From an optimization exercise on the open Yosys and OpenROAD flow, aimed at small area, a short achievable clock period and few clock cycles; shortcuts taken in it are not production practice.
Where RTL was checked, it was by simulation tests only, not by an equivalence proof against the original.
For run 2, only the layout was checked, not whether the RTL still works.
Power is estimated from default activity; no workload was simulated.

## flow/design.v (module list and top-level ports; edited modules follow where they fit)
// module conv_acc: 1628 lines
module conv_acc(
    input         clk,
    input         rst_n,
    input         in_valid,
    input  [31:0] in_data,
    output        in_ready,
    output        out_valid,
    output [19:0] out_data
);
  // ...
==> flow/run.sh <==
#!/bin/bash
# synth_recipe.tcl (not shown) runs the flow's synth.tcl, then flattens the netlist and writes it again
# the make line also repeats each setting of config.mk as NAME=value (left out here)
make -C /OpenROAD-flow-scripts/flow DESIGN_CONFIG=/design/flow/config.mk WORK_HOME=/design/flow/orfs CLKGATE_MAP_FILE= SYNTH_SCRIPT=/design/flow/synth_recipe.tcl finish
==> flow/config.mk <==
export PLATFORM = sky130hd
export DESIGN_NAME = conv_acc
export DESIGN_NICKNAME = conv_acc
export VERILOG_FILES = /design/flow/design.v
export SDC_FILE = /design/flow/constraint.sdc
export NUM_CORES = 4
export LEC_CHECK = 0
export CAP_MARGIN = 20
export CORE_MARGIN = 2
export CORE_UTILIZATION = 40
export SLEW_MARGIN = 20
==> flow/constraint.sdc <==
create_clock -name core_clock -period 9.0 [get_ports {clk}]
set_input_delay 1.8000 -clock core_clock [delete_from_list [all_inputs] [get_ports {clk}]]
set_output_delay 1.8000 -clock core_clock [all_outputs]
set_load 0.01 [all_outputs]
==> reports/metrics.yaml, run 1 <==
worst_setup_path:
  critical_path_cell_count: 11
  path_buf_inv: 2
  path_max_fanout: 24
  r2r_start: "t2[7]$_DFF_P_"
  rr_worst_depth: 11
power_and_ir_drop:
  maxPowerGroup: "registers"
  sw_frac_of_total_pct: 29.9
  combPwrFrac_pct: 19.0
  power_frac_clock_pct: 35.4
  comb_power_mw: 1.69
route:
  first_pass_iters: 6
  ant_nets: 0
  met3_wirelength_um: 9790
sta:
  finalSetupViolations: 0
  fin_skew_ps: 34.9
  finalHoldViolations: 0
  hold_ws_ps: 314
clock_tree:
  clockBufferDepth: 3
  cts_sinks: 726
  cts_root_buffer: "clkbuf_16"
finish:
  dominant_cells: "multi-input combinational cells"
  clock_tree_area_fraction_pct: 6.41
  final_cell_mix: "dfxtp_1 (555), inv_1 (376), fa_1 (327)"
global_route:
  use_met1_pct: 28.8
  antenna_found_initial: 4
  grt-ovfl-total: 0
die:
  fp.dieH_um: 302
  core_mm2: 0.0881
status:
  run_status: "finished clean"
synth:
  synthArstFlopShare_pct: 3.86
  netlist_area_mm2: 0.0354
  synth_area_leader_cell: "dfxtp_1"
  synth_compound_area_share_pct: 7.47
  synth_flop_cell: "dfxtp_1"
placement:
  hpwlAfterDp_um: 68800
Testbench counts, summed over its fixed seeds: cycles 19,616.
==> run 2, diff against run 1 <==
--- a/flow/design.v
+++ b/flow/design.v
@@ -116,66 +116,69 @@
 end
 always @(posedge clk) begin
     top1  <= (row <= 5'd1);
     bot1  <= (row >= 5'd28);
     cm0_1 <= last_col;
     cm2_1 <= (col == 5'd0);
 end
 reg [9:0] p3_0, p3_1, p3_2;      
-reg v2, top2, bot2, cm0_2, cm2_2, ov2;
+reg [8:0] en;                    
+reg v2, ov2;
 always @(posedge clk) begin
     p3_0 <= {2'b0, t1}    + {1'b0, t1, 1'b0};
     p3_1 <= {2'b0, rx[0]} + {1'b0, rx[0], 1'b0};
     p3_2 <= {2'b0, ry[0]} + {1'b0, ry[0], 1'b0};
-    top2  <= top1;
-    bot2  <= bot1;
-    cm0_2 <= cm0_1;
-    cm2_2 <= cm2_1;
+    en[0] <= ~top1 & ~cm0_1;
+    en[1] <= ~top1;
+    en[2] <= ~top1 & ~cm2_1;
+    en[3] <= ~cm0_1;
+    en[4] <= 1'b1;
+    en[5] <= ~cm2_1;
+    en[6] <= ~bot1 & ~cm0_1;
+    en[7] <= ~bot1;
+    en[8] <= ~bot1 & ~cm2_1;
 end
 always @(posedge clk or negedge rst_n) begin
     if (!rst_n) begin
         v2 <= 1'b0;
         ov2 <= 1'b0;
     end else begin
         v2  <= v1;
         ov2 <= ov1;
     end
 end
 wire [7:0] px0 = t2;        
 wire [7:0] px1 = rx[1];     
 wire [7:0] px2 = ry[1];     
-wire [71:0] kk = {k0, k1, k2, k3, k4, k5, k6, k7, k8};
-wire [2:0] rmask = {~bot2, 1'b1, ~top2};    
-wire [2:0] cmask = {~cm2_2, 1'b1, ~cm0_2};  
 function [39:0] pp;    
     input [7:0] k;
     input       en;
     input [7:0] p;
     input [9:0] p3;
     integer m;
     reg [1:0] d;
     begin
         for (m = 0; m < 4; m = m + 1) begin
             d = k[2*m +: 2] & {2{en}};
             pp[10*m +: 10] = ({10{d == 2'd1}} & {2'b0, p})
                            | ({10{d == 2'd2}} & {1'b0, p, 1'b0})
                            | ({10{d == 2'd3}} & p3);
         end
     end
 endfunction
-wire [39:0] pp_0_0 = pp(k0, rmask[0] & cmask[0], px0, p3_0);
-wire [39:0] pp_0_1 = pp(k1, rmask[0] & cmask[1], px0, p3_0);
-wire [39:0] pp_0_2 = pp(k2, rmask[0] & cmask[2], px0, p3_0);
-wire [39:0] pp_1_0 = pp(k3, rmask[1] & cmask[0], px1, p3_1);
-wire [39:0] pp_1_1 = pp(k4, rmask[1] & cmask[1], px1, p3_1);
-wire [39:0] pp_1_2 = pp(k5, rmask[1] & cmask[2], px1, p3_1);
-wire [39:0] pp_2_0 = pp(k6, rmask[2] & cmask[0], px2, p3_2);
-wire [39:0] pp_2_1 = pp(k7, rmask[2] & cmask[1], px2, p3_2);
-wire [39:0] pp_2_2 = pp(k8, rmask[2] & cmask[2], px2, p3_2);
+wire [39:0] pp_0_0 = pp(k0, en[0], px0, p3_0);
+wire [39:0] pp_0_1 = pp(k1, en[1], px0, p3_0);
+wire [39:0] pp_0_2 = pp(k2, en[2], px0, p3_0);
+wire [39:0] pp_1_0 = pp(k3, en[3], px1, p3_1);
+wire [39:0] pp_1_1 = pp(k4, en[4], px1, p3_1);
+wire [39:0] pp_1_2 = pp(k5, en[5], px1, p3_1);
+wire [39:0] pp_2_0 = pp(k6, en[6], px2, p3_2);
+wire [39:0] pp_2_1 = pp(k7, en[7], px2, p3_2);
+wire [39:0] pp_2_2 = pp(k8, en[8], px2, p3_2);
 reg [W-1:0] r1_s, r1_c, r2_s, r2_c, o_s, o_c;
 always @(posedge clk) begin
     if (v2) begin
         r1_s <= n0_s; r1_c <= n0_c;
         r2_s <= n1_s; r2_c <= n1_c;
     end
     o_s <= n2_s; o_c <= n2_c;
 end
==> flow/config.mk (replaced) <==
export PLATFORM = sky130hd
export DESIGN_NAME = conv_acc
export DESIGN_NICKNAME = conv_acc
export VERILOG_FILES = /design/flow/design.v
export SDC_FILE = /design/flow/constraint.sdc
export NUM_CORES = 4
export LEC_CHECK = 0
export ABC_CLOCK_PERIOD_IN_PS = 3000
export CAP_MARGIN = 20
export CORE_MARGIN = 2
export CORE_UTILIZATION = 40
export SETUP_SLACK_MARGIN = 5
export SLEW_MARGIN = 20
==> run 2 against run 1 <==
Against the previous run: first-iteration DRC count shrank 3.0%; clock power rose by 4%; die area is 0.86% higher; largest cell class unchanged.
==> reports/metrics.yaml, run 2 <==
sta:
  max_freq_mhz: 236  # was 213 MHz
  fin_skew_ps: 68.1  # was 34.9 ps
  period_needed_ps: 4250  # was 4690 ps
  rsz0062_at_grt: "true"  # was false
  fin_crit_sh_pct: 47.2  # was 52.1%
  hold_ws_ps: 298  # was 314 ps
  slew_viol_final: 0  # unchanged
  fin_ws_ps: 4750  # was 4310 ps
  worstMarginPinSlew_ps: 1070  # was 1140 ps
  finalHoldViolations: 0  # unchanged
  maxSlewHeadroom_pct: 28.7  # was 23.8%
  finalSetupViolations: 0  # unchanged
  fin_tns_setup_ps: 0  # unchanged
synth:
  ys_warn_count: 3  # unchanged
  synth_edf_count: 142  # unchanged
  synth_area_leaders: "dfxtp_1 (31%), fa_1 (18%), edfxtp_1 (12%), mux2_2 (8.6%), inv_1 (4.0%)"  # unchanged
  syn_nets: 3546  # was 3526
  synth_flop_cell: "dfxtp_1"  # unchanged
  ys_ff_latch: 730  # was 726
  synthArstFlopShare_pct: 3.84  # was 3.86%
  netlist_area_mm2: 0.0357  # was 0.0354 mm^2
  synth_seq_area_share_pct: 45.3  # was 45.5%
  synth_area_per_cell_um2: 11.5  # about the same
  ys_types: 67  # was 70
  synth_common_cells: "dfxtp_1 (560), inv_1 (376), fa_1 (327)"  # was dfxtp_1 (556), inv_1 (376), fa_1 (327)
  synthCells: 3103  # was 3083
  yosysTopAreaCellShare_pct: 31.4  # about the same
  yosysMostFrequentCell: "dfxtp_1"  # unchanged
  synth_area_leader_cell: "dfxtp_1"  # unchanged
finish:
  top_regs: "rx: 224 flops, ry: 224 flops, res: 20 flops"  # unchanged
  final_cell_mix: "dfxtp_1 (534), inv_1 (336), nand2_1 (300)"  # was dfxtp_1 (555), inv_1 (376), fa_1 (327)
  drive_gt1_share_pct: 23.3  # was 16.1%
  post-route-util_pct: 47.0  # was 44.8%
  final_common_cell: "dfxtp_1"  # unchanged
  area_growth_syn_to_layout_pct: 16.2  # was 11.5%
  layout.nets: 3612  # was 3480
global_route:
  grt_max_degree: 71  # was 49
  track_usage_pct: 21.7  # was 21.5%
  grt.busiest_layer: "met2"  # unchanged
  antenna_found_initial: 9  # was 4
  met2_usage_pct: 33.9  # was 31.7%
  grt-ovfl-total: 0  # unchanged
  grt_first_pass_wirelength_um: 147000  # was 143000 um
  grt_pass1_vias: 22900  # was 22100
  met3_usage_pct: 4.36  # was 6.77%
  use_met1_pct: 30.0  # was 28.8%
worst_setup_path:
  critPathLaunch: "k1[1]$_DFFE_PP_"  # was t2[7]$_DFF_P_
  setup.worst_path.start_class: "register"  # unchanged
  r2r_start: "k1[1]$_DFFE_PP_"  # was t2[7]$_DFF_P_
  crit_slowest_cell: "fa_1"  # was dfxtp_1
  critPathKind: "reg2reg"  # unchanged
  cp_cell_sequence: "mux2_4, nand2_2, o21ai_1, and2_4, fa_1, inv_1, fa_1, inv_2, fa_2, inv_2, fa_2, fa_1, inv_2, fa_2"  # was mux2_2, a21oi_1, nor2_1, fa_1, fa_1, fa_1, inv_1, fa_1, fa_1, inv_1, fa_1
  crit_path_end_kind: "register"  # unchanged
  worst_ep_required_time_ps: 9360  # was 9370 ps
  path_buf_inv: 4  # was 2
  path_max_fanout: 2  # was 24
  slowest_delay_ps: 560  # was 1030 ps
  crit_arrival_ps: 4610  # was 5060 ps
  cp_top_family: "adder cells"  # unchanged
placement:
  gp_congestion: 0.907  # was 0.932
  hpwlAfterDp_um: 69000  # was 68800 um
  port_buffers: 56  # unchanged
  dp_slack_ps: 4370  # was 4340 ps
job:
  maxCapViolCount: 0  # unchanged
power_and_ir_drop:
  leakage_nw: 17.2  # was 16.4 nW
  vdd_ir_drop_max_v: 0.000189  # was 0.000191 V
  finalPower_mw: 9.56  # was 8.90 mW
  p_per_area_mw_per_mm2: 230  # was 226 mW/mm^2
die:
  initial_core_util_pct: 40.4  # was 40.2%
  core_mm2: 0.0884  # was 0.0881 mm^2
  fp.dieH_um: 303  # was 302 um
  dieArea_mm2: 0.0917  # was 0.0909 mm^2
  pin_count: 57  # unchanged
  die_x_um: 303  # was 302 um
  rows: 109  # unchanged
clock_tree:
  cts.clk_slew.worst_paths_ps: 60  # about the same
  cts_tree: "done"  # unchanged
  clockBufferDepth: 3  # unchanged
  cts_root_buffer: "clkbuf_16"  # unchanged
  htreeDepth: 3  # unchanged
  numCtsBuffers: 76  # was 74
  cts_sinks: 730  # was 726
  insertion_delay_ps: 680  # was 650 ps
route:
  first_pass_iters: 5  # was 6
  drcViolationCount: 0  # unchanged
  ant_nets: 0  # unchanged
  wirelength_um: 98400  # was 95900 um
  drt-initial-drc-count: 2118  # was 2184
  wl_per_cell_um: 22.4  # was 22.5 um
  vias: 23000  # was 22300
  vias_per_cell: 5.22  # was 5.23
min_path:
  hp-start: "rx[3][7]$_DFF_P_"  # was ry[2][0]$_DFF_P_
  min_path_type: "reg2reg"  # unchanged
status:
  run_status: "finished clean"  # unchanged
[run 2: cell types whose count changed after synthesis, sizes merged, moves of 7 or more]
cell	before	now
nor2	173	54
nor2b	45	123
o21ai	47	58
and3	29	36
clkbuf	213	222
nand2b	23	3
or2	37	0
a21oi	62	40
nor3b	11	3
a22o	69	113
nand2	217	302
and2	17	24
nand4	7	17
a22oi	135	97
[run 2: logic make-up (layout without fill, tap and decap cells)]
logic type	Yosys count	count (layout)	synth area share [%]
other	0	2	0
xor gates and xnor gates	35	35	0.858
adders and majority gates	408	408	21.2
and+or+nand+nor	644	644	8.76
AOI/OAI and AO/OA	376	376	7.74
muxes	302	302	9.70
DFF	730	730	45.3
buffers and inverters	608	737	6.49
[run 2: path summary, 6_finish.rpt]
path                            slack [ps]  depth (start not counted)           endpoint
worst max-delay path                  4750                         14  r2_c[8]$_DFFE_PP_
worst min-delay path                   300                          0   rx[4][7]$_DFF_P_
worst max register to register        4750                         14  r2_c[8]$_DFFE_PP_
worst min register to register         300                          0   rx[4][7]$_DFF_P_
max in group asynchronous             7190                          2   col[0]$_DFF_PN0_
min in group asynchronous             1510                          2       v2$_DFF_PN0_
[run 2: through the flow]
stage,std cells,area (um^2)
after floorplan,3103,35800
after detailed placement,4133,37200
after global routing,4398,41500
after global placement,4133,37200
final,4399,41500
after CTS,4344,40700
[run 2: area by class of cell]
class / count / area (um^2)
antenna: 2 / 5.00
clock buffer: 97 / 2100
clock inverter: 44 / 587
fill: 8102 / 46900
inverter: 376 / 1410
multi-input combinational: 1765 / 17600
sequential: 730 / 16200
tap: 1165 / 1460
timing repair buffer: 220 / 2100
[run 2: power by group]
part           switching (mW)  internal, mW
clock network            1.39          1.88
registers               0.334          3.79
logic                    1.20         0.966
[run 2: layer usage]
layer | routed length (um) | vias up
met1 | 41600 | 11400
met3 | 9020 | 237
met4 | 3960 | 4
li1 | - | 10300
met5 | 21 | -
met2 | 43800 | 1025
[run 2: what timing repair did]
item,in CTS,in global routing
hold buffers,0,0
cloned,4,1
pin swaps,17,71
buffers inserted,66,52
resized for setup,81,149
endpoints found under the setup margin,54,48

[re-timing with driven ports]
The flow's constraints put no driver on any port. The routed layouts listed below were extracted and timed again, unchanged, in two steps. Step 1, drivers: a clkbuf_16 drives clk and a buf_2 each remaining input, both assumed. Step 2 also shifts input and output timing later by t, the mid clock arrival at the registers, as if the neighbouring blocks saw the same clock. Slacks: ideal ports / drivers / drivers and shift; pairs: ideal ports / drivers.
run	t, ns	setup WS [ns]	worst data-port slew with drivers (ns)
run 1	0.699	4.308 / 4.308 / 4.308	0.03
run 2	0.712	4.754 / 4.754 / 4.732	0.03
After both steps setup and hold are still met in every run listed. For run 2, which loses most, drivers alone change the setup slack by 0.000 ns; drivers and shift together by -0.022 ns.
